This design comes from an exercise in tuning for small area on the open sky130 flow, not from production work.
Only simulation tests tie the RTL to the original design; equivalence was not proved.
In every run shown here, the design's own scripts or RTL, not TritonCTS, make the clock network.
The flow treats the clock pin as an ideal source. Dropping or thinning the clock tree relies on that and would not hold on a real chip.
Power figures rest on the tool's default switching activity, not on a simulated workload.

==> design/flow/flow/run.sh <==
#!/bin/bash
# Layout flow: the standard synthesis and ORFS layout, with two changes:
#  - port buffers use the smallest buffer cell (buf_1) instead of the
#    resizer's default pick;
#  - the clock tree is built by cts_manual.tcl (a few clkbuf_8, each driving
#    one group of registers) instead of TritonCTS's H-tree with dummy loads.
# Each tool's output goes to its own log in this folder (and ORFS's own logs
# under orfs/logs).
set -euo pipefail
HERE=$(cd "$(dirname "$0")" && pwd)
bash standard.sh synth > synth.log 2>&1
export BUFFER_PORTS_ARGS="-buffer_cell sky130_fd_sc_hd__buf_1"
export PRE_CTS_TCL="$HERE/cts_manual.tcl"
export MY_CTS_NBUF=3
export MY_CTS_CELL=sky130_fd_sc_hd__clkbuf_8
bash standard.sh floorplan > floorplan.log 2>&1
bash standard.sh place > place.log 2>&1
bash standard.sh cts > cts.log 2>&1
bash standard.sh route > route.log 2>&1
bash standard.sh finish > finish.log 2>&1
==> design/flow/flow/cts_manual.tcl <==
# Clock tree made by hand: the clock port drives CTS_NBUF buffers of type
# CTS_CELL, and each drives the clock pins of the registers nearest to it
# (registers split into CTS_NBUF groups by x position). TritonCTS is then
# skipped. Every register's clock goes through exactly one buffer.
set nbuf $::env(MY_CTS_NBUF)
set cell $::env(MY_CTS_CELL)
set block [ord::get_db_block]
set db [ord::get_db]
set master [$db findMaster $cell]
set clknet [$block findNet clk_50M]
set sinks {}
foreach it [$clknet getITerms] {
  set inst [$it getInst]
  set bb [$inst getBBox]
  lappend sinks [list [expr {([$bb xMin] + [$bb xMax]) / 2}] [expr {([$bb yMin] + [$bb yMax]) / 2}] $it]
}
set sinks [lsort -integer -index 0 $sinks]
set n [llength $sinks]
for {set b 0} {$b < $nbuf} {incr b} {
  set lo [expr {$b * $n / $nbuf}]
  set hi [expr {($b + 1) * $n / $nbuf - 1}]
  set grp [lrange $sinks $lo $hi]
  set net [odb::dbNet_create $block "clknet_man_$b"]
  $net setSigType CLOCK
  set buf [odb::dbInst_create $block $master "clkbuf_man_$b"]
  set sx 0; set sy 0
  foreach s $grp {
    set it [lindex $s 2]
    $it disconnect
    $it connect $net
    incr sx [lindex $s 0]; incr sy [lindex $s 1]
  }
  [$buf findITerm A] connect $clknet
  [$buf findITerm X] connect $net
  set g [llength $grp]
  $buf setLocation [expr {$sx / $g}] [expr {$sy / $g}]
  $buf setPlacementStatus PLACED
  puts "manual CTS: $cell clkbuf_man_$b drives $g sinks"
}
rename clock_tree_synthesis orig_clock_tree_synthesis
proc clock_tree_synthesis {args} { puts "clock_tree_synthesis skipped (manual tree)" }
==> design/flow/standard.sh <==
#!/bin/bash
# synth_recipe.tcl (not shown) runs the flow's synth.tcl, then flattens the netlist and writes it again
# the make line also repeats each setting of config.mk as NAME=value (left out here)
make -C /OpenROAD-flow-scripts/flow DESIGN_CONFIG=/design/flow/config.mk WORK_HOME=/design/flow/orfs CLKGATE_MAP_FILE= SYNTH_SCRIPT=/design/flow/synth_recipe.tcl "${@:-finish}"
==> design/flow/config.mk <==
export PLATFORM = sky130hd
export DESIGN_NAME = t1b_ultrasonic
export DESIGN_NICKNAME = t1b_ultrasonic
export VERILOG_FILES = /design/flow/design.v
export SDC_FILE = /design/flow/constraint.sdc
export NUM_CORES = 4
export LEC_CHECK = 0
export CAP_MARGIN = 20
export CORE_MARGIN = 2
export CORE_UTILIZATION = 75
export PLACE_DENSITY = 0.9
export SLEW_MARGIN = 20
==> design/flow/constraint.sdc <==
create_clock -name core_clock -period 32.0 [get_ports {clk_50M}]
set_input_delay 6.4000 -clock core_clock [delete_from_list [all_inputs] [get_ports {clk_50M}]]
set_output_delay 6.4000 -clock core_clock [all_outputs]
set_load 0.01 [all_outputs]
==> design/flow/design.v <==
module t1b_ultrasonic(
    input clk_50M, reset, echo_rx,
    output reg trig,
    output op,
    output wire [15:0] distance_out
);
    reg [8:0]  tl;        
    reg [19:9] th;        
    wire [19:0] t = {th, tl};
    reg        w;         
    reg [10:0] dreg;
    reg [10:0] q;         
    reg [8:0]  j;         
    reg [4:0]  k;         
    assign op = 1'b0;
    assign distance_out = {5'b0, dreg};
    wire t_end  = ~t[0] & ~t[2] & ~t[3] & ~t[4] & t[5] & ~t[6] & ~t[7] & ~t[8] & ~t[9] & t[10] & t[11] & ~t[12] & ~t[14] & t[15] & ~t[16] & ~t[17] & t[18] & ~t[19];   
    wire t_trig = t[0] & t[1] & t[3] & t[7];   
    wire t_lis  = ~t[0] & ~t[1] & t[2] & ~t[5] & ~t[6] & ~t[7] & ~t[12] & ~t[17];   
    wire t_fb   = w ? ~(t[19] ^ t[2]) : ~(t[8] ^ t[4]);
    always @(posedge clk_50M or negedge reset) begin
        if (!reset) begin
            tl   <= 9'h0d0;
            trig <= 1'b0;
            w    <= 1'b0;
        end else begin
            tl   <= {tl[7:0], t_fb};
            trig <= trig ? ~t_lis : (t_trig & ~w);
            w    <= w ? ~t_end : (trig & t_lis);
        end
    end
    always @(posedge clk_50M)
        th <= t[18:8];
    wire en    = w & echo_rx;
    wire j_end = ~j[0] & j[2] & ~j[3] & ~j[4] & j[5] & j[6] & ~j[7] & j[8];    
    wire k_end = ~k[0] & ~k[2] & k[3];    
    wire lng   = k_end | (~k[1] & k[2] & ~k[3]);    
    wire inc   = en & j_end;
    wire j_fb  = ~(j[8] ^ j[3]);
    wire k_fb  = ~(k[4] ^ k[1]);
    wire [8:0] j_nx = {j[7], j[6] & ~j_end, j[5] & ~j_end, j[4], j[3], j[2] & ~j_end, j[1], j[0], ~trig & (j_end ? ~lng : j_fb)};
    wire [4:0] k_nx = {k[3] & ~k_end, k[2], k[1] & ~k_end, k[0], ~trig & ~k_end & k_fb};
    always @(posedge clk_50M) begin
        if (trig | en)
            j <= j_nx;
        if (trig | inc)
            k <= k_nx;
        q <= trig ? 11'd0 : q + {10'd0, inc};
    end
    always @(posedge clk_50M or negedge reset) begin
        if (!reset)
            dreg <= 11'd0;
        else if (w & ~echo_rx)
            dreg <= q;
    end
endmodule
==> results.txt, run 1 <==
* Slowest cell on the critical path: mux2_2
* All-Layer GR Usage at 0.227
* PortBufs at 14
* Fin Setup TNS at 0 ns
* Final-report hold violation count at 0
* Syn_area_per_cell at 13.3 um^2
* Synth Register Bits at 58
* Yosys cell types at 37
* Initial DRT Pass Iterations at 4
* Levels on crit path at 8
* Antenna cells at 0
* Cells on worst reg2reg path at 8
* Largest fanout on the critical path at 5
* Setup-failing EPs final at 0
* Routed wire per std cell at 16.6 um
* Hold Buf Count CTS at 0
* Final instance area at 2200 um^2
* # nets final at 178
* RePlAce Congestion at 0.784
* Worst setup EP type: register
* Area after DPL at 2160 um^2
* Overall Power at 0.101 mW
* Cells after Synth at 158
* Synth Warn # at 1
* Run status: timing/DRC/antenna clean
* Static Leak at 0.922 nW
* Routed WL at 3350 um
* Min-Delay Path Depth at 0
* Rows at 19
* DP Wirelength at 2440 um
* CP top delay family: simple AND/OR/NAND/NOR gates
* Max Freq at 128 MHz
* Critical Path RT at 32.06 ns
* Mapped cell area at 2100 um^2
* Via count at 1,218
* Worst slew margin at 0.592
* GR Overflow Total at 0
* Resized Gates After CTS at 0
* Largest net degree at the start of global routing at 23
* Global-route wire length before repair at 5900 um
* Post-route DRC at 0
* Crit-path cells: buf_1 -> nand2_1 -> nor2_1 -> ha_1 -> ha_1 -> inv_1 -> nor4_1 -> mux2_2
* Initial antenna violation count at 0
* Reg clk slew, reported paths at 0.11 ns
* Final cell count without fillers at 202
* DRT iter0 DRCs at 48
* Worst-Skew Late Latency at 0.16 ns
* Delay of the slowest critical-path stage at 0.37 ns
* Power Density at 45.8 nW/um^2
* Top-area cell type share of the netlist area at 0.226
* Minimum clock period at 7.78 ns
* RSZ-0062 raised after global routing: no
* Worst Path Arrival at 7.85 ns
* DRT antenna net count at 0
* Post-synthesis sequential area ratio at 0.672
* Crit path buf inv count at 2
* Number of post-CTS setup repair buffers at 0
* Synth-to-layout area growth at 4.52%
* Synth top area cells: dfrtp_1 (23%), dfxtp_1 (21%), edfxtp_1 (20%)
* Vias in the first global route at 1,222
* CORE AREA at 2710 um^2
* HP Class: reg2reg
* Placed Cells at 199
* Asr flop ratio synth at 0.379
* Post-synth EDFFs at 14
* CP dominant cell by count: ha_1
* Worst Slack Setup Final at 24.22 ns
* Synth Flop Type: dfxtp_1
* Fin crit share at 0.243
* Drt via density at 6.03
* DP Worst Slack at 24.01 ns
* Slew at the pin closest to its max-slew limit at 0.612 ns
* Crit Path Class: in2reg
* Initial core utilization at 0.777
* Worst ir drop on vdd at 0.0516 mV
* Final setup skew at 0.00934 ns
* Max-capacitance violation count at 0
* Die area at 3250 um^2
* Max Slew Vio Count at 0
* Layout cells sized above 1 at 0.123
* Cell taking the most area after synthesis: dfrtp_1
* Die H at 57.0 um
* Die Wd at 57.0 um
* Ports at 21
* Startpoint types: input port
through the flow:
stage	util	hold slack (ns)
2_1_floorplan	-	0.310
3_3_place_gp	0.796	0.320
3_5_place_dp	0.796	0.324
4_1_cts	0.811	0.334
5_1_grt	0.812	0.359
6_report	0.812	0.354
path summary, 6_finish.rpt:
kind | to | slack [ns] | start
worst max-delay path | q[10] | 24.22 | echo_rx
worst min-delay path | th[12] | 0.35 | th[11]
worst max register to register | q[10] | 29.55 | j[3]
worst min register to register | th[12] | 0.35 | th[11]
max in group asynchronous | tl[4] | 25.43 | reset
min in group asynchronous | tl[1] | 6.19 | reset
cell usage after synthesis (6+ instances only):
master	instances
dfxtp_1	22
dfrtp_1	19
edfxtp_1	14
mux2_2	10
nor2_1	10
a21oi_1	8
nand2_1	7
buf_4	6
metal layers:
layer  share of wire  track usage  routed length [um]  up-vias
met3           0.041       0.0227                 136        7
met5               0            0                   0        -
li1                -            -                   -      577
met2            0.51        0.406                1700       39
met4           0.016       0.0299                  53        0
met1            0.44        0.316                1460      595
cells by family (layout without fill, tap and decap cells):
group / count (synthesis) / after routing / synth area share
AOI/OAI and AO/OA: 17 / 17 / 0.0476
xor gates and xnor gates: 7 / 7 / 0.0291
adders and majority gates: 2 / 2 / 0.0119
buffers and inverters: 12 / 20 / 0.0327
DFF: 58 / 58 / 0.672
muxes: 10 / 10 / 0.0535
other: 1 / 6 / 0.00178
and+or+nand+nor: 51 / 51 / 0.151
layout by cell type, fill, tap and decap left out, drive strengths merged, types with 6 or more instances in the layout:
| cell type | count |
|---|---|
| edfxtp | 14 |
| nor2 | 10 |
| dfxtp | 22 |
| conb | 6 |
| nand2 | 7 |
| dfrtp | 19 |
| buf | 13 |
| a21oi | 8 |
| mux2 | 10 |
power by group:
part | total [mW] | internal (mW) | switching, mW
logic | 0.000950 | 0.0000879 | 0.000862
clock network | 0.0248 | 0.00873 | 0.0161
registers | 0.0750 | 0.0750 | 0
total | 0.101 | 0.0838 | 0.0170
state kept, by name, indices dropped and copies added (netlist names):
| signal | flops |
|---|---|
| k | 5 |
| tl | 9 |
| dreg | 11 |
| th | 11 |
| w | 1 |
| j | 9 |
| q | 11 |
| trig | 1 |
worst reg2reg max path: stages (launching register included):
cell and delay, ns:
edfxtp_1 0.44, nor4b_1 0.42, nand2_1 0.19, nor2_1 0.13, ha_1 0.19, ha_1 0.22
inv_1 0.10, nor4_1 0.30, mux2_2 0.37
final cells by class:
class,count,area (um^2)
Tap cell,31,38.8
Sequential cell,58,1420
Multi-Input combinational cell,93,639
Inverter,3,11.3
Buffer,3,41.3
Timing Repair Buffer,14,53.8
Fill cell,163,510
==> run 2, diff against run 1 <==
--- a/design/flow/flow/run.sh
+++ b/design/flow/flow/run.sh
@@ -5,3 +5,5 @@
 #  - the clock tree is built by cts_manual.tcl (a few clkbuf_8, each driving
-#    one group of registers) instead of TritonCTS's H-tree with dummy loads.
+#    one group of registers) instead of TritonCTS's H-tree with dummy loads;
+#  - after floorplan, downsize.tcl swaps combinational cells to their
+#    smallest drive strength (the timing slack is over 20 ns).
 # Each tool's output goes to its own log in this folder (and ORFS's own logs
@@ -13,2 +15,3 @@
 export PRE_CTS_TCL="$HERE/cts_manual.tcl"
+export POST_FLOORPLAN_TCL="$HERE/downsize.tcl"
 export MY_CTS_NBUF=3
==> design/flow/flow/downsize.tcl (new file) <==
# Area recovery: swap each combinational cell for the narrowest cell of the
# same function (same name stem, other drive strength, same pins). Timing has
# more than 20 ns of slack at this clock period; later repair steps upsize
# again wherever slew or capacitance needs it.
set db [ord::get_db]
set block [ord::get_db_block]
set n 0
set saved 0
foreach inst [$block getInsts] {
  set m [$inst getMaster]
  set name [$m getName]
  if {![regexp {^(sky130_fd_sc_hd__([a-z0-9]+))_([0-9]+)$} $name -> stem base drive]} { continue }
  if {[regexp {^(df|edf|sdf|dl|conb|tap|fill|decap|clk|diode|buf)} $base]} { continue }
  set best $m
  foreach d {0 1 2 4 6 8 12 16} {
    set c [$db findMaster "${stem}_$d"]
    if {$c eq "NULL" || $c eq ""} { continue }
    if {[$c getWidth] < [$best getWidth]} { set best $c }
  }
  if {$best ne $m} {
    set saved [expr {$saved + [$m getWidth] - [$best getWidth]}]
    replace_cell [$inst getName] [$best getName]
    incr n
  }
}
puts "downsize: swapped $n cells, width saved [expr {$saved / 1000.0}] um"
--- a/design/flow/config.mk
+++ b/design/flow/config.mk
@@ -8,4 +8,4 @@
 export CAP_MARGIN = 20
-export CORE_MARGIN = 2
-export CORE_UTILIZATION = 75
+export CORE_AREA = 2.3 2.72 59.34 59.84
+export DIE_AREA = 0 0 62 62
 export PLACE_DENSITY = 0.9
==> run 2 against run 1 <==
Compared with the run above:
- clock skew shrank 0.00076 ns
- first-iteration DRC count up 27%
- utilization decreased by 14 points
- register-to-register slack about the same
- clock power hardly changed
- final area rose by 0.11%
- routed wire length is 0.78% higher
- total power is 0.19% higher
- fmax shrank 0.32%
- die area is 18% higher
- global-route usage shrank 3.7 points
- critical path type unchanged
==> results.txt, run 2 <==
* Run status: timing/DRC/antenna clean
* Mapped cell area at 2100 um^2
* Slew at the pin closest to its max-slew limit at 0.589 ns
* Worst setup EP type: register
* Number of post-CTS setup repair buffers at 0
* Most frequent cells after synthesis: dfxtp_1 (22), dfrtp_1 (19), edfxtp_1 (14)
* Startpoint types: input port
* Cells after Synth at 158
* Cell taking the most area after synthesis: dfrtp_1
* Largest fanout on the critical path at 5
* Antenna cells at 0
* Vias in the first global route at 1,133
* Worst Path Arrival at 7.87 ns
* Syn_area_per_cell at 13.3 um^2
* Hold Buf Count CTS at 0
* DRT antenna net count at 0
* Synth Warn # at 1
* Final-report hold violation count at 0
* Commonest non-fill, non-tap cell in the layout: dfxtp_1
* DP Worst Slack at 23.99 ns
* Ports at 21
* PortBufs at 14
* # nets final at 178
* Top-area cell type share of the netlist area at 0.226
* Drt via density at 5.50
* Crit Path Class: in2reg
* Placed Cells at 214
* Delay of the slowest critical-path stage at 0.37 ns
* CP dominant cell by count: ha_1
* Most common cell in the netlist: dfxtp_1
* Largest registers: dreg x11, q x11, th x11
* Worst-Skew Late Latency at 0.16 ns
* Die Wd at 62 um
* Max-capacitance violation count at 0
* RePlAce Congestion at 0.786
* Initial antenna violation count at 0
* Minimum clock period at 7.81 ns
* Worst ir drop on vdd at 0.0388 mV
* Post-synth EDFFs at 14
* Overall Power at 0.101 mW
* Rows at 21
* Final setup skew at 0.00858 ns
* Synth-to-layout area growth at 4.64%
* Asr flop ratio synth at 0.379
* Initial core utilization at 0.646
* DRT iter0 DRCs at 61
* GR Overflow Total at 0
* Filler cells at 253
* Resized Gates After CTS at 0
* Area after DPL at 2160 um^2
* Hold_ws at 0.341 ns
* Static Leak at 0.904 nW
* Initial DRT Pass Iterations at 4
* Setup-failing EPs final at 0
* Global-route wire length before repair at 5550 um
* Worst slew margin at 0.607
* Via count at 1,193
* DP Wirelength at 2440 um
* RSZ-0062 raised after global routing: no
* Synth Register Bits at 58
* Yosys cell types at 37
* Max Freq at 128 MHz
* Worst Slack Setup Final at 24.19 ns
* Post-route DRC at 0
* Max Slew Vio Count at 0
* CORE AREA at 3260 um^2
* Largest net degree at the start of global routing at 23
* Die area at 3840 um^2
* Reg clk slew, reported paths at 0.11 ns
* Slowest cell on the critical path: mux2_2
* HP Class: reg2reg
* Fin crit share at 0.244
* Post-synthesis sequential area ratio at 0.672
* Final core occ at 0.676
* Fin Setup TNS at 0 ns
* Crit-path cells: buf_1 -> nand2_1 -> nor2_1 -> ha_1 -> ha_1 -> inv_1 -> nor4_1 -> mux2_2
* Critical Path RT at 32.07 ns
* Final cell count without fillers at 217
* Routed wire per std cell at 15.6 um
* Highest-count cells in the layout ignoring fill and taps: dfxtp_1 (22), dfrtp_1 (19), edfxtp_1 (14)
* Routed WL at 3380 um
* Die H at 62 um
* Power Density at 45.9 nW/um^2
* Final instance area at 2200 um^2
* All-Layer GR Usage at 0.191
* Synth Flop Type: dfxtp_1
* Layout cells sized above 1 at 0.111
* Synth top area cells: dfrtp_1 (23%), dfxtp_1 (21%), edfxtp_1 (20%)
## run 2: cell counts after synthesis
Identical to the previous run, type by type.
## run 2: path summary, 6_finish.rpt
kind                              start       to  slack, ns  cells past startpoint
min in group asynchronous         reset  dreg[5]       6.20                      1
worst min register to register   th[13]   th[14]       0.34                      0
worst max-delay path            echo_rx    q[10]      24.19                      8
worst min-delay path             th[13]   th[14]       0.34                      0
max in group asynchronous         reset    tl[4]      25.42                      1
worst max register to register     j[3]    q[10]      29.54                      8
## run 2: where the power goes
| part | internal [mW] | switching, mW | leakage, nW | total (mW) |
|---|---|---|---|---|
| Sequential | 0.0750 | 0 | 0.643 | 0.0750 |
| Combinational | 0.0000878 | 0.000871 | 0.240 | 0.000959 |
| Clock | 0.00874 | 0.0163 | 0.0216 | 0.0250 |
| Total | 0.0838 | 0.0172 | 0.904 | 0.101 |
## run 2: metal layers
metal | wire [um] | global-route usage
met1 | 1440 | 0.272
met2 | 1800 | 0.336
met4 | 53 | 0.0152
met3 | 79 | 0.0124
met5 | 0 | 0
## run 2: cells by family (layout without fill, tap and decap cells)
kind of cell | Yosys count | count (layout) | share of synthesized area
flip-flops | 58 | 58 | 0.672
multiplexers | 10 | 10 | 0.0535
AO/OA/AOI/OAI | 17 | 17 | 0.0476
adder cells (fa/ha/maj) | 2 | 2 | 0.0119
other | 1 | 6 | 0.00178
XOR/XNOR | 7 | 7 | 0.0291
AND/OR/NAND/NOR | 51 | 51 | 0.151
buffers and inverters | 12 | 20 | 0.0327
## run 2: worst max-delay path, delay by kind of cell
kind	cells	cell delay, ns
buffers and inverters	2	0.19
adders and majority gates	2	0.41
and+or+nand+nor	3	0.51
muxes	1	0.37
## run 2: final cells by class
type / instances / area, um^2 / share of cell area
buffer: 3 / 41.3 / 0.0188
timing repair buffer: 14 / 53.8 / 0.0244
tap: 46 / 57.6 / 0.0261
multi-input combinational: 93 / 623 / 0.283
sequential: 58 / 1420 / 0.643
inverter: 3 / 11.3 / 0.00511
==> run 3, diff against run 2 <==
--- a/design/flow/flow/run.sh
+++ b/design/flow/flow/run.sh
@@ -17,2 +17,3 @@
 export MY_CTS_NBUF=3
+export SKIP_REPAIR_TIE_FANOUT=1
 export MY_CTS_CELL=sky130_fd_sc_hd__clkbuf_8
==> run 3 against run 2 <==
Compared with the run above:
- total power is 0.31% higher
- utilization is 0.58 points lower
- sequential power hardly changed
- critical endpoint unchanged
- cell count is 2.3% lower
- global-route usage is 0.61 points lower
- area after synthesis stayed put
- worst setup slack worse by 0.080 ns
==> results.txt, run 3 <==
* Die area at 3840 um^2
* Largest fanout on the critical path at 5
* Largest net degree at the start of global routing at 23
* Run status: timing/DRC/antenna clean
* Post-synth EDFFs at 14
* Top-area cell type share of the netlist area at 0.226
* Mapped cell area at 2100 um^2
* Static Leak at 0.888 nW
* Cells after Synth at 158
* All-Layer GR Usage at 0.185
* Largest registers: dreg x11, q x11, th x11
* Yosys cell types at 37
* Worst Slack Setup Final at 24.11 ns
* DRT antenna net count at 0
* Worst Path Arrival at 7.95 ns
* Layout cells sized above 1 at 0.114
* Synth top area cells: dfrtp_1 (23%), dfxtp_1 (21%), edfxtp_1 (20%)
* HP Class: reg2reg
* Rows at 21
* Final cell count without fillers at 212
* Worst ir drop on vdd at 0.0433 mV
* Die H at 62 um
* Most frequent cells after synthesis: dfxtp_1 (22), dfrtp_1 (19), edfxtp_1 (14)
* Routed WL at 3250 um
* Initial DRT Pass Iterations at 4
* Via count at 1,193
* Slew at the pin closest to its max-slew limit at 0.595 ns
* Placed Cells at 209
* Post-route DRC at 0
* Fin crit share at 0.247
* Worst-Skew Late Latency at 0.16 ns
* Synth Flop Type: dfxtp_1
* Antenna cells at 0
* CORE AREA at 3260 um^2
* Worst slew margin at 0.603
* Crit Path Class: in2reg
* Ports at 21
* RePlAce Congestion at 0.774
* Final core occ at 0.670
* Synth Warn # at 1
* Asr flop ratio synth at 0.379
* Commonest non-fill, non-tap cell in the layout: dfxtp_1
* Overall Power at 0.101 mW
* Most common cell in the netlist: dfxtp_1
* Area after DPL at 2140 um^2
* Critical Path RT at 32.07 ns
* Reg clk slew, reported paths at 0.11 ns
* Multi-input logic area at 604 um^2
* Hold Buf Count CTS at 0
* Minimum clock period at 7.89 ns
* Initial core utilization at 0.646
* Vias in the first global route at 1,170
* Routed wire per std cell at 15.3 um
* RSZ-0062 raised after global routing: no
* FF/Latch Area at 1420 um^2
* Max Freq at 127 MHz
* Final setup skew at 0.0108 ns
* DP Worst Slack at 23.92 ns
* Syn_area_per_cell at 13.3 um^2
* GR Overflow Total at 0
* Synth Register Bits at 58
* Max-capacitance violation count at 0
* Post-synthesis sequential area ratio at 0.672
* Number of post-CTS setup repair buffers at 0
* Die Wd at 62 um
* Highest-count cells in the layout ignoring fill and taps: dfxtp_1 (22), dfrtp_1 (19), edfxtp_1 (14)
* Final instance area at 2180 um^2
* Drt via density at 5.63
* Max Slew Vio Count at 0
* Startpoint types: input port
* Initial antenna violation count at 0
* Filler cells at 248
* DP Wirelength at 2350 um
* DRT iter0 DRCs at 24
* Fin Setup TNS at 0 ns
* Resized Gates After CTS at 0
* # nets final at 173
* Hold_ws at 0.350 ns
* Global-route wire length before repair at 5400 um
* Cell taking the most area after synthesis: dfrtp_1
* PortBufs at 14
* Synth-to-layout area growth at 3.75%
* Power Density at 46.4 nW/um^2
* Worst setup EP type: register
* Final-report hold violation count at 0
* Setup-failing EPs final at 0
[run 3: cells by family after synthesis]
| group | after synthesis | synth area share |
|---|---|---|
| other | 1 | 0.00178 |
| buffers and inverters | 12 | 0.0327 |
| xor gates and xnor gates | 7 | 0.0291 |
| AOI/OAI and AO/OA | 17 | 0.0476 |
| muxes | 10 | 0.0535 |
| and+or+nand+nor | 51 | 0.151 |
| adders and majority gates | 2 | 0.0119 |
| DFF | 58 | 0.672 |
[run 3: path summary, 6_finish.rpt]
check	from	to	slack, ns	depth (start not counted)
worst min-delay path	th[13]	th[14]	0.35	0
worst min register to register	th[13]	th[14]	0.35	0
worst max-delay path	echo_rx	q[10]	24.11	8
min in group asynchronous	reset	dreg[0]	6.19	1
max in group asynchronous	reset	tl[4]	25.42	1
worst max register to register	j[3]	q[10]	29.48	8
[run 3: worst max-delay path, cell delays in order]
cell and delay (ns):
buf_1 0.11, nand2_1 0.10, nor2_1 0.13, ha_1 0.20, ha_1 0.21, inv_1 0.10, nor4_1 0.33, mux2_2 0.37
[run 3: final cells by class]
class                           count  area share
Timing Repair Buffer               14      0.0246
Multi-Input combinational cell     88       0.277
Sequential cell                    58       0.648
Inverter                            3     0.00516
Buffer                              3      0.0189
Tap cell                           46      0.0264
[run 3: report_power, final]
group / internal [mW] / leakage (nW) / switching (mW) / total (mW)
Sequential: 0.0750 / 0.643 / 0 / 0.0750
Combinational: 0.0000877 / 0.224 / 0.000868 / 0.000956
Clock: 0.00875 / 0.0216 / 0.0166 / 0.0253
[run 3: per-layer routing]
layer | vias to the layer above | wire length [um] | GRT usage
met5 | - | 0 | 0
met2 | 18 | 1620 | 0.317
met4 | 0 | 63 | 0.0365
met1 | 592 | 1460 | 0.253
li1 | 576 | - | -
met3 | 7 | 109 | 0.0248
==> run 4, diff against run 3 <==
--- a/design/flow/design.v
+++ b/design/flow/design.v
@@ -16,5 +16,5 @@
     assign distance_out = {5'b0, dreg};
-    wire t_end  = ~t[0] & ~t[2] & ~t[3] & ~t[4] & t[5] & ~t[6] & ~t[7] & ~t[8] & ~t[9] & t[10] & t[11] & ~t[12] & ~t[14] & t[15] & ~t[16] & ~t[17] & t[18] & ~t[19];   
-    wire t_trig = t[0] & t[1] & t[3] & t[7];   
-    wire t_lis  = ~t[0] & ~t[1] & t[2] & ~t[5] & ~t[6] & ~t[7] & ~t[12] & ~t[17];   
+    wire t_end  = ~t[1] & t[2] & ~t[3] & ~t[4] & ~t[5] & ~t[6] & ~t[9] & ~t[10] & t[11] & t[12] & t[13] & t[14] & ~t[15] & t[16] & ~t[17] & t[18] & t[19];   
+    wire t_trig = ~t[0] & t[1] & t[2] & ~t[7];   
+    wire t_lis  = ~t[0] & t[1] & t[2] & t[3] & t[4] & t[11] & ~t[12] & t[13] & t[18];   
     wire t_fb   = w ? ~(t[19] ^ t[2]) : ~(t[8] ^ t[4]);
@@ -22,3 +22,3 @@
         if (!reset) begin
-            tl   <= 9'h0d0;
+            tl   <= 9'h0ef;
             trig <= 1'b0;
@@ -34,10 +34,10 @@
     wire en    = w & echo_rx;
-    wire j_end = ~j[0] & j[2] & ~j[3] & ~j[4] & j[5] & j[6] & ~j[7] & j[8];    
-    wire k_end = ~k[0] & ~k[2] & k[3];    
-    wire lng   = k_end | (~k[1] & k[2] & ~k[3]);    
+    wire j_end = ~j[0] & j[1] & j[3] & ~j[4] & j[5] & ~j[6] & ~j[8];    
+    wire k_end = k[0] & k[1] & k[4];    
+    wire lng   = k[1] & k[4];    
     wire inc   = en & j_end;
-    wire j_fb  = ~(j[8] ^ j[3]);
-    wire k_fb  = ~(k[4] ^ k[1]);
-    wire [8:0] j_nx = {j[7], j[6] & ~j_end, j[5] & ~j_end, j[4], j[3], j[2] & ~j_end, j[1], j[0], ~trig & (j_end ? ~lng : j_fb)};
-    wire [4:0] k_nx = {k[3] & ~k_end, k[2], k[1] & ~k_end, k[0], ~trig & ~k_end & k_fb};
+    wire j_fb  = ~(j[8] ^ j[4]);
+    wire k_fb  = ~(k[4] ^ k[2]);
+    wire [8:0] j_nx = {j[7], j[6], j[5] & ~j_end, j[4], j[3] & ~j_end, j[2] & ~j_end, j[1] & ~j_end, j[0], ~trig & (j_end ? ~lng : j_fb)};
+    wire [4:0] k_nx = {k[3], k[2] & ~k_end, k[1] & ~k_end, k[0] & ~k_end, ~trig & ~k_end & k_fb};
     always @(posedge clk_50M) begin
--- a/design/flow/flow/run.sh
+++ b/design/flow/flow/run.sh
@@ -1,3 +1,3 @@
 #!/bin/bash
-# Layout flow: the standard synthesis and ORFS layout, with two changes:
+# Layout flow: the standard synthesis and ORFS layout, with these changes:
 #  - port buffers use the smallest buffer cell (buf_1) instead of the
@@ -7,3 +7,4 @@
 #  - after floorplan, downsize.tcl swaps combinational cells to their
-#    smallest drive strength (the timing slack is over 20 ns).
+#    smallest drive strength (the timing slack is over 20 ns);
+#  - the constant-0 outputs share one tie cell (SKIP_REPAIR_TIE_FANOUT).
 # Each tool's output goes to its own log in this folder (and ORFS's own logs
@@ -16,4 +17,4 @@
 export POST_FLOORPLAN_TCL="$HERE/downsize.tcl"
+export SKIP_REPAIR_TIE_FANOUT=1
 export MY_CTS_NBUF=3
-export SKIP_REPAIR_TIE_FANOUT=1
 export MY_CTS_CELL=sky130_fd_sc_hd__clkbuf_8
==> run 4 against run 3 <==
Compared with the run above:
- global-route usage decreased by 1.9 points
- register-to-register slack improved by 0.08 ns
- still clean
- synthesized cell count unchanged
- largest power group unchanged
- critical path type unchanged
- highest routed layer unchanged
- via count shrank 1.2%
- first-iteration DRC count grew 120%
- sequential cell count did not move
==> results.txt, run 4 <==
* Run status: timing/DRC/antenna clean
* Largest registers: dreg x11, q x11, th x11
* Setup-failing EPs final at 0
* Max Freq at 128 MHz
* Rows at 21
* RePlAce Congestion at 0.821
* Most common cell in the netlist: dfxtp_1
* Multi-input logic area at 587 um^2
* Synth Flop Type: dfxtp_1
* Most frequent cells after synthesis: dfxtp_1 (22), dfrtp_1 (15), edfxtp_1 (14)
* Number of post-CTS setup repair buffers at 0
* Final-report hold violation count at 0
* RSZ-0062 raised after global routing: no
* FF/Latch Area at 1420 um^2
* Hold_ws at 0.359 ns
* # nets final at 174
* PortBufs at 14
* Post-synthesis simple-gate area fraction at 0.136
* Static Leak at 0.850 nW
* Worst setup EP type: register
* Die H at 62 um
* Final instance area at 2170 um^2
* Highest-count cells in the layout ignoring fill and taps: dfxtp_1 (22), dfrtp_1 (15), edfxtp_1 (14)
* Cell taking the most area after synthesis: dfxtp_1
* Drt via density at 5.54
* Mapped cell area at 2090 um^2
* Worst Path Arrival at 7.88 ns
* Top-area cell type share of the netlist area at 0.210
* Filler cells at 245
* Global-route wire length before repair at 4930 um
* Post-synthesis sequential area ratio at 0.678
* Slew at the pin closest to its max-slew limit at 0.645 ns
* Worst-Skew Late Latency at 0.16 ns
* Die area at 3840 um^2
* Startpoint types: input port
* Synth Register Bits at 58
* Yosys cell types at 36
* Max Slew Vio Count at 0
* Worst slew margin at 0.565
* Hold Buf Count CTS at 0
* All-Layer GR Usage at 0.165
* Asr flop ratio synth at 0.379
* DRT antenna net count at 0
* Crit Path Class: in2reg
* Final setup skew at 0.0104 ns
* DR WL met2 at 1510 um
* Compound-cell area share of the yosys netlist at 0.0634
* Synth top area cells: dfxtp_1 (21%), edfxtp_1 (20%), dfrtp_1 (18%)
* Critical Path RT at 32.10 ns
* Syn_area_per_cell at 13.2 um^2
* Fin Setup TNS at 0 ns
* Largest fanout on the critical path at 6
* Initial core utilization at 0.642
* Worst ir drop on vdd at 0.0367 mV
* Largest net degree at the start of global routing at 23
* GR Overflow Total at 0
* Vias in the first global route at 1,163
* Synth-to-layout area growth at 3.89%
* Layout cells sized above 1 at 0.126
* Commonest non-fill, non-tap cell in the layout: dfxtp_1
* Post-route DRC at 0
* Reg clk slew, reported paths at 0.11 ns
* Ports at 21
* Area after DPL at 2130 um^2
* Synth Warn # at 1
* Antenna cells at 0
* HP Class: reg2reg
* Max-capacitance violation count at 0
* Final core occ at 0.667
* Die Wd at 62 um
* Synth Area in Adders at 0.0120
* Met1 WL at 1340 um
* Power Density at 46.6 nW/um^2
* Metal3 WL at 106 um
* Via count at 1,179
* Minimum clock period at 7.78 ns
* DRT iter0 DRCs at 53
* Synth Area in XOR/XNOR at 0.0251
* Initial DRT Pass Iterations at 4
* Top routing layer used: met4
* Overall Power at 0.101 mW
* Initial antenna violation count at 0
* Post-synthesis mux area share at 0.0484
* Post-synth EDFFs at 14
* Largest family of logic cells by synthesized area: simple AND/OR/NAND/NOR gates
* Cells after Synth at 158
* Routed wire per std cell at 14.0 um
* Routed WL at 2970 um
* DP Wirelength at 2170 um
* Fin crit share at 0.243
* Resized Gates After CTS at 0
* CORE AREA at 3260 um^2
-- run 4: cell types whose count changed in the layout (fill, tap and decap cells not counted), sizes merged, moves of 2 or more --
cell | before | now
dfstp | 3 | 7
and4b | 2 | 0
nor2b | 4 | 2
nand2 | 7 | 10
nand3 | 4 | 7
nor2 | 10 | 6
dfrtp | 19 | 15
or3b | 2 | 0
-- run 4: report_power, final --
| part | total (mW) | switching [mW] | internal (mW) |
|---|---|---|---|
| sequential | 0.0750 | 0 | 0.0750 |
| combinational | 0.000923 | 0.000835 | 0.0000879 |
| clock | 0.0253 | 0.0166 | 0.00874 |
-- run 4: logic make-up (layout without fill, tap and decap cells) --
kind of cell / after synthesis / after routing
flip-flops: 58 / 58
AND/OR/NAND/NOR: 48 / 48
AO/OA/AOI/OAI: 22 / 22
buffers and inverters: 12 / 21
multiplexers: 9 / 9
XOR/XNOR: 6 / 6
adder cells (fa/ha/maj): 2 / 2
other: 1 / 1
-- run 4: metal layers --
| layer | up-vias | track usage |
|---|---|---|
| met5 | - | 0 |
| met4 | 0 | 0.0182 |
| met3 | 2 | 0.0228 |
| met2 | 21 | 0.311 |
| met1 | 583 | 0.208 |
| li1 | 573 | - |
-- run 4: critical path, stage by stage --
cell and delay [ns]:
buf_1 0.08, nand2_1 0.08, nor2_1 0.11, ha_1 0.18, ha_1 0.21, nand2_1 0.14
or4_1 0.53, a21oi_1 0.16
-- run 4: final timing paths --
kind                            cells past startpoint  startpoint       to  slack (ns)
worst min register to register                      0      th[10]   th[11]        0.36
worst max-delay path                                8     echo_rx     q[8]       24.22
worst max register to register                      8        j[4]     q[8]       29.56
min in group asynchronous                           1       reset  dreg[7]        6.19
max in group asynchronous                           1       reset    tl[5]       25.43
worst min-delay path                                0      th[10]   th[11]        0.36
-- run 4: final cells by class --
class                   instances  share of cell area
multi-input cells              88               0.270
inverters                       4             0.00690
flip-flops and latches         58               0.653
well taps                      46              0.0265
plain buffers                   3              0.0190
repair buffers                 14              0.0247
-- run 4: metrics by stage --
| step | std cells | setup WS (ns) |
|---|---|---|
| 4_1_cts | 213 | 24.03 |
| 3_3_place_gp | 210 | 24.13 |
| 2_1_floorplan | 158 | 24.30 |
| 6_report | 213 | 24.22 |
| 3_5_place_dp | 210 | 24.04 |
| 5_1_grt | 213 | 24.10 |

-- afterwards: timing with drivers on the ports --
The results above use ideal ports. As a check the final layouts listed here were re-extracted and re-timed, cells and wires unchanged.
Step 1 assumes that a clkbuf_16 drives the clock port and a buf_2 every other input.
Step 2 moves the port delays by t, midway between the first and last clock arrival at a register: inputs arrive t later, outputs are due t later. That takes back most of the time a late clock gives input paths.
Three values: ideal, step 1, step 2; two values: the first two.
run	t, ns	setup slack, ns	hold WS [ns]
run 1	0.201	24.217 / 24.237 / 24.036	0.354 / 0.354 / 0.354
run 2	0.201	24.191 / 24.211 / 24.011	0.341 / 0.341 / 0.341
run 3	0.206	24.111 / 24.131 / 23.925	0.350 / 0.350 / 0.350
run 4	0.200	24.216 / 24.223 / 24.023	0.359 / 0.359 / 0.359
After both steps setup and hold are still met in every run listed. For run 4, which loses most, drivers alone change the setup slack by +0.007 ns; drivers and shift together by -0.193 ns.
